This design comes from an exercise in tuning for small area, a short achievable clock period and few clock cycles per item on the open sky130 flow, not from production work.
Only simulation tests tie the RTL to the original design; equivalence was not proved.

`flow/run.sh`:
```
#!/bin/bash
# synth_recipe.tcl (not shown) runs the flow's synth.tcl, then flattens the netlist and writes it again
# the make line also repeats each setting of config.mk as NAME=value (left out here)
make -C /OpenROAD-flow-scripts/flow DESIGN_CONFIG=/design/flow/config.mk WORK_HOME=/design/flow/orfs CLKGATE_MAP_FILE= SYNTH_SCRIPT=/design/flow/synth_recipe.tcl finish
```
`flow/constraint.sdc`:
```
create_clock -name core_clock -period 40.0 [get_ports {clock}]
set_input_delay 8.0000 -clock core_clock [delete_from_list [all_inputs] [get_ports {clock}]]
set_output_delay 8.0000 -clock core_clock [all_outputs]
set_load 0.01 [all_outputs]
```
`flow/config.mk`:
```
export PLATFORM = sky130hd
export DESIGN_NAME = haze_removal
export DESIGN_NICKNAME = haze_removal
export VERILOG_FILES = /design/flow/design.v
export SDC_FILE = /design/flow/constraint.sdc
export NUM_CORES = 4
export LEC_CHECK = 0
export CAP_MARGIN = 20
export CORE_MARGIN = 2
export CORE_UTILIZATION = 40
export SLEW_MARGIN = 20
```
`flow/design.v`:
```
`timescale 1ns / 1ps
module MIN9(clock,Enable, pixel_1, pixel_2, pixel_3, pixel_4,x, pixel_6, pixel_7, pixel_8, pixel_9, dataout) ;
input clock;
input Enable;
input [7:0] pixel_1, pixel_2, pixel_3, pixel_4, x, pixel_6, pixel_7, pixel_8, pixel_9;
output [7:0] dataout ;
reg [7:0] pixel_values[1:9];
integer i;
reg [3:0] ADDR, temp;  
always @(posedge clock) begin
if (Enable) begin
pixel_values[1] <= pixel_1;
pixel_values[2] <= pixel_2;
pixel_values[3] <= pixel_3;
pixel_values[4] <= pixel_4;
pixel_values[5] <= x;
pixel_values[6] <= pixel_6;
pixel_values[7] <= pixel_7;
pixel_values[8] <= pixel_8;
pixel_values[9] <= pixel_9;
end
end
always @(*) begin
temp = 1;
for (i = 1; i < 9; i=i+1) begin
if (pixel_values[i] > pixel_values[i+1] )
ADDR = i+1;   
else
ADDR = i;
if (pixel_values[temp] >  pixel_values[ADDR])
temp = ADDR;
end
end
assign dataout = pixel_values[temp];
endmodule 
`timescale 1ns / 1ps
module MIN3(clock,Enable, a, b, c, dataout) ;
input clock;
input Enable;
input [7:0] a, b, c;
output [7:0] dataout ;
reg [7:0] values[1:3];
integer i;
reg [3:0] ADDR, temp;  
always @(posedge clock) begin
if (Enable) begin
values[1] <= a;
values[2] <= b;
values[3] <= c;
end
end
always @(*) begin
temp = 1;
for (i = 1; i < 3; i=i+1) begin
if (values[i] > values[i+1] )
ADDR = i+1;  
else
ADDR = i;
if (values[temp] >  values[ADDR])
temp = ADDR;
end
end
assign dataout = values[temp];
endmodule 
`timescale 1ns / 1ps
module MAX3(clock,Enable, a, b, c, dataout) ;
input clock;
input Enable;
input [7:0] a, b, c;
output [7:0] dataout ;
reg [7:0] values[1:3];
integer i;
reg [3:0] ADDR, temp;  
always @(posedge clock) begin
if (Enable) begin
values[1] <= a;
values[2] <= b;
values[3] <= c;
end
end
always @(*) begin
temp = 1;
for (i = 1; i < 3; i=i+1) begin
if (values[i] < values[i+1] )
ADDR = i+1;  
else
ADDR = i;
if (values[temp] <  values[ADDR])
temp = ADDR;
end
end
assign dataout = values[temp];
endmodule 
`timescale 1ns / 1ps
module alight_est( clock, reset, Enable, valid, start, r1, r2, r3, r4, r5, r6, r7, r8, r9, A );
input clock;
input reset;    
input Enable;   
input valid;    
input start;    
input [7:0] r1, r2, r3, r4, r5, r6, r7, r8, r9;
output [7:0] A;
wire [7:0] min;
reg [7:0] temp, A;
MIN9 channel_min (clock, Enable, r1, r2, r3, r4, r5, r6, r7, r8, r9, min);
always @(posedge clock)
begin
    if (reset)
        A <= 8'd180;
    else if (valid)
    begin
        if (start)
            temp = 8'd180;
        else
            temp = A;
        if(min > temp)
            A <= min;
        else A <= temp;
    end
end
endmodule
`timescale 1ns / 1ps
module transmission_estimation(clock, Enable, r1, r2, r3, r4, r5, r6, r7, r8, r9,
g1, g2, g3, g4, g5, g6, g7, g8, g9, b1, b2, b3, b4, b5, b6, b7, b8, b9, t);
input clock;
input Enable;
input [7:0] r1, r2, r3, r4, r5, r6, r7, r8, r9;
input [7:0] g1, g2, g3, g4, g5, g6, g7, g8, g9; 
input [7:0] b1, b2, b3, b4, b5, b6, b7, b8, b9;
output [7:0] t ;
wire [7:0] r_min;
wire [7:0] g_min;
wire [7:0] b_min; 
wire [7:0] BC; 
wire [7:0] DC;
wire [7:0] DC_neg;
wire [7:0] three_BC;
reg [7:0] BC_d;  
MIN9 r_min9 (clock, Enable, r1, r2, r3, r4, r5, r6, r7, r8, r9, r_min);
MIN9 g_min9 (clock, Enable, g1, g2, g3, g4, g5, g6, g7, g8, g9, g_min);
MIN9 b_min9 (clock, Enable, b1, b2, b3, b4, b5, b6, b7, b8, b9, b_min);
MAX3 max3_x (clock, Enable, r5, g5, b5, BC);
MIN3 min3 (clock, Enable, r_min, g_min, b_min, DC);
always @(posedge clock)
begin
BC_d <= BC;
end
assign DC_neg = ~DC;
assign three_BC = BC_d + {BC_d[6:0],1'b0};
assign t = (DC_neg > three_BC) ? DC_neg : three_BC;
endmodule
`timescale 1ns / 1ps
module scene_recovery( Ar, R, t, Jr );
input [7:0] Ar, R, t;
output [7:0] Jr;
reg Jr_flag;
reg [15:0] Jr_temp;
reg [7:0] Jr;
always @(*)
begin
    if(R > Ar)
    Jr_flag = 1'b1;
    else Jr_flag = 1'b0;
end
always @(*)
begin
    if(R > Ar)
    Jr_temp = ((R-Ar)<<8)/t;
    else Jr_temp = ((Ar-R)<<8)/t;
end
always @(*)
begin
if(Jr_flag == 0)
    begin
    if(Jr_temp > Ar)
        Jr = 8'b0;
    else Jr = Ar - Jr_temp;
    end
else
    begin
    if(Jr_temp + Ar > 255)
        Jr = 8'd255;
    else Jr = Jr_temp + Ar;
    end
end
endmodule
`timescale 1ns / 1ps
module haze_removal( clock, reset, in_valid, frame_start, win_r, win_g, win_b,
                     out_valid, Jr, Jg, Jb );
input clock;
input reset;         
input in_valid;      
input frame_start;   
input [71:0] win_r, win_g, win_b;
output reg out_valid;
output reg [7:0] Jr, Jg, Jb;
wire [7:0] r1 = win_r[7:0],   r2 = win_r[15:8],  r3 = win_r[23:16],
           r4 = win_r[31:24], r5 = win_r[39:32], r6 = win_r[47:40],
           r7 = win_r[55:48], r8 = win_r[63:56], r9 = win_r[71:64];
wire [7:0] g1 = win_g[7:0],   g2 = win_g[15:8],  g3 = win_g[23:16],
           g4 = win_g[31:24], g5 = win_g[39:32], g6 = win_g[47:40],
           g7 = win_g[55:48], g8 = win_g[63:56], g9 = win_g[71:64];
wire [7:0] b1 = win_b[7:0],   b2 = win_b[15:8],  b3 = win_b[23:16],
           b4 = win_b[31:24], b5 = win_b[39:32], b6 = win_b[47:40],
           b7 = win_b[55:48], b8 = win_b[63:56], b9 = win_b[71:64];
reg valid_d1, valid_d2, start_d1;
always @(posedge clock)
begin
    if (reset)
    begin
        valid_d1 <= 1'b0;
        valid_d2 <= 1'b0;
        out_valid <= 1'b0;
    end
    else
    begin
        valid_d1 <= in_valid;
        valid_d2 <= valid_d1;
        out_valid <= valid_d2;
    end
    start_d1 <= frame_start;
end
reg [7:0] R_d1, G_d1, B_d1, R_d2, G_d2, B_d2;
always @(posedge clock)
begin
    R_d1 <= r5; G_d1 <= g5; B_d1 <= b5;
    R_d2 <= R_d1; G_d2 <= G_d1; B_d2 <= B_d1;
end
wire [7:0] t;
transmission_estimation trans_est (clock, 1'b1, r1, r2, r3, r4, r5, r6, r7, r8, r9,
    g1, g2, g3, g4, g5, g6, g7, g8, g9, b1, b2, b3, b4, b5, b6, b7, b8, b9, t);
wire [7:0] Ar, Ag, Ab;
alight_est alight_red   (clock, reset, in_valid, valid_d1, start_d1, r1, r2, r3, r4, r5, r6, r7, r8, r9, Ar);
alight_est alight_green (clock, reset, in_valid, valid_d1, start_d1, g1, g2, g3, g4, g5, g6, g7, g8, g9, Ag);
alight_est alight_blue  (clock, reset, in_valid, valid_d1, start_d1, b1, b2, b3, b4, b5, b6, b7, b8, b9, Ab);
wire [7:0] Jr_c, Jg_c, Jb_c;
scene_recovery recover_red   (Ar, R_d2, t, Jr_c);
scene_recovery recover_green (Ag, G_d2, t, Jg_c);
scene_recovery recover_blue  (Ab, B_d2, t, Jb_c);
always @(posedge clock)
begin
    Jr <= Jr_c;
    Jg <= Jg_c;
    Jb <= Jb_c;
end
endmodule
```
==> run summary <==
-- registers in the layout, summed over array words and instances (netlist names), 8 cells and up --
| register | cells |
|---|---|
| trans_est.r_min9.pixel_values | 72 |
| alight_red.A | 8 |
| alight_green.A | 8 |
| trans_est.b_min9.pixel_values | 72 |
| Jb | 8 |
| G_d2 | 8 |
| Jg | 8 |
| alight_blue.A | 8 |
| alight_blue.channel_min.pixel_values | 72 |
| B_d2 | 8 |
| Jr | 8 |
| alight_green.channel_min.pixel_values | 72 |
| alight_red.channel_min.pixel_values | 72 |
| trans_est.g_min9.pixel_values | 72 |
| trans_est.BC_d | 8 |
| R_d2 | 8 |
| trans_est.min3.values | 24 |
-- final timing paths --
path / end / slack [ns] / cells past startpoint
worst max-delay path: Jr[1] / 2.11 / 202
worst min-delay path: out_valid / 0.44 / 1
worst max register to register: Jr[1] / 2.11 / 202
worst min register to register: out_valid / 0.44 / 1
-- metrics by stage --
stage | cells | area (um2)
final | 12700 | 83800
after global routing | 12700 | 83800
after CTS | 12600 | 82400
after detailed placement | 12500 | 80300
after global placement | 12500 | 80200
after floorplan | 9966 | 74300
-- metal layers --
layer,track usage (%),part of all wire [%],vias to the layer above
met3,4.65,8.2,849
met5,0,0.0086,-
li1,-,-,37200
met1,42.7,44,37600
met2,48.8,43,3556
met4,13.3,4.8,4
-- layout make-up --
class                      count  share of cell area [%]
timing repair buffer         581                    6.07
inverter                     663                    3.02
sequential                   540                    15.5
tap                         2480                    3.70
antenna                       16                  0.0478
clock buffer                  73                    1.96
multi-input combinational   8320                    69.2
clock inverter                43                   0.539
-- layout by cell type, fill, tap and decap left out, types with 94 or more instances in the layout --
| cell type | n |
|---|---|
| buf_4 | 325 |
| a21o_1 | 229 |
| ha_1 | 1253 |
| nor2b_1 | 159 |
| xnor2_1 | 133 |
| a22oi_1 | 131 |
| and3_1 | 99 |
| a221oi_1 | 116 |
| dfxtp_1 | 323 |
| mux2_2 | 94 |
| a21oi_1 | 1179 |
| o21a_1 | 227 |
| nor2_1 | 1175 |
| mux2i_1 | 170 |
| a31oi_1 | 109 |
| nand2b_1 | 188 |
| edfxtp_1 | 216 |
| clkdlybuf4s50_1 | 243 |
| inv_1 | 631 |
| nor3_1 | 167 |
| o21ai_0 | 644 |
| nand3_1 | 265 |
| nand2_1 | 648 |
-- timing repair --
item                                   in CTS  in global routing
setup endpoints to repair                  10                 24
gates cloned                                0                  5
buffers inserted                            3                 62
endpoints found under the hold margin       0                  0
pin swaps                                   2                 50
resized for setup                          11                199
hold buffers                                0                  0
-- critical path, delay by kind of cell, from the launching register on --
family                     cells  cell delay (ns)
AOI/OAI and AO/OA             98            17.24
and+or+nand+nor               59             9.77
adders and majority gates     21             6.16
buffers and inverters         19             2.53
muxes                          5             1.68
DFF                            1             0.34
-- cell families (layout without fill, tap and decap cells) --
| logic type | after synthesis | after routing | share of synthesized area (%) |
|---|---|---|---|
| compound gates | 3497 | 3497 | 29.9 |
| xor+xnor | 189 | 189 | 2.23 |
| fa+ha+maj | 1273 | 1273 | 21.6 |
| buf+inv | 1108 | 1360 | 5.66 |
| flops | 540 | 540 | 17.5 |
| mux | 274 | 274 | 3.88 |
| other cells | 0 | 16 | 0 |
| simple gates | 3085 | 3087 | 19.2 |
==> impl_metrics.toml <==
[layout]
final_util_pct = 45.3
multi_input_area_um2 = 58000
syn2layout_area_growth_pct = 12.8
drive_gt1_share_pct = 8.18
regArea_um2 = 13000
n_fill_cell = 18700
nets = 11700

[global_routing]
grt_pass1_wl_um = 462000
gr-usage-all-layers_pct = 31.3
grt_pass1_vias = 73900
grt_max_degree = 128
antenna_found_initial = 18
overflow = 0

[routing]
routed-via-count = 79200
dr.pass1.iters = 9
wl_per_cell_um = 24.7
drcViolationCount = 0
ant_nets = 0
wl_um = 314000
vias_per_cell = 6.23
drt_iter0_drc = 8449

[timing]
final_hold_viol_count = 0
skew_ns = 0.0335
setup_slack_ns = 2.11
fin_crit_sh_pct = 94.7
fin_crit_ns = 37.89
tightestPinTransition_ns = 1.13
fmax_ghz = 0.0264
timing.hold.ws_ns = 0.436
slew_violations = 0
setup_violations = 0
final.setup.tns_ns = 0
slew-limit-headroom_pct = 24.3

[setup_path]
worstSetupPathType = "flop to flop"
cpMostUsedCell = "ha_1"
startpoint_type = "flop"
r2r_start = "trans_est.min3.values[2][1]"
crit_slowest_cell = "or4b_2"
crit_required_ns = 40.57
cp-end-kind = "flop"
cp-startpoint = "trans_est.min3.values[2][1]"
critPathMaxStageDelay_ns = 0.60
crit_path_max_fanout = 16
arrival_ns = 38.46

[synthesis]
syn-cell-area_um2 = 74300
ys_warn_count = 74
synth_fp_nets = 11500
ys.flop_type = "dfxtp_1"
synth_cell_types = 119
yosys.area.top_type = "ha_1"
seq_area_frac_synth_pct = 17.5
yosysMostFrequentCell = "ha_1"
synth-edff-count = 216
synthCells = 9966
synth_top_cells_by_count = "ha_1, a21oi_1, nor2_1, o21ai_0, nand2_1"
syn_area_per_cell_um2 = 7.45
synth.top_cell.area_share_pct = 21.2
ys_seq_elements = 540
ys_async_sr_fraction_pct = 0
synth_area_leaders = "ha_1, dfxtp_1, edfxtp_1"

[clock_tree]
cts-root-buf = "clkbuf_16"
cts_htree_levels = 2
clock_latency_ns = 0.70
cts.sinks = 540
clockBufferDepth = 3
cts_buffers = 61
path_clk_slew_ns = 0.07
cts_tree = "yes"

[floorplanning]
fp.dieH_um = 435
start_util_pct = 40.1
pin_count = 245
dieArea_um2 = 189000
core_region_area_um2 = 185000
num_rows = 158
fp.dieW_um = 435

[flow_run]
maxCapViolCount = 0

[place]
pre_cts_ws_ns = -0.679
numPortBuffers = 244
gp_congestion = 0.985
place.detailed.hpwl_um = 238000

[run_status]
status = "no timing/DRC/antenna violations"

[hold_path]
worstHoldPathType = "flop to flop"
worstHoldStart = "valid_d2"
Testbench counts, summed over its fixed seeds: cycles 16,016, items 16,000.

-- port drivers added, routing unchanged --
In the flow no input, the clock included, has a driving cell. The finished layout below was timed again as built, in two steps. Step 1, drivers: a clkbuf_16 drives clock and a buf_2 each remaining input, both assumed. Step 2 adds t to the input delays and takes it off the output delays; t is the mean of the earliest and latest rising clock arrival at the registers after step 1. Input paths then give back, and output paths get back, about the clock's delay inside the block. Slacks: ideal ports / drivers / drivers and shift; pairs: ideal ports / drivers.
t (ns): 0.778
setup slack, ns: 2.114 / 2.114 / 2.114
pins driven straight from the clock port: 1
After both steps this run still meets setup and hold. The setup slack of this run moves by 0.000 ns with the drivers and by 0.000 ns with both steps.
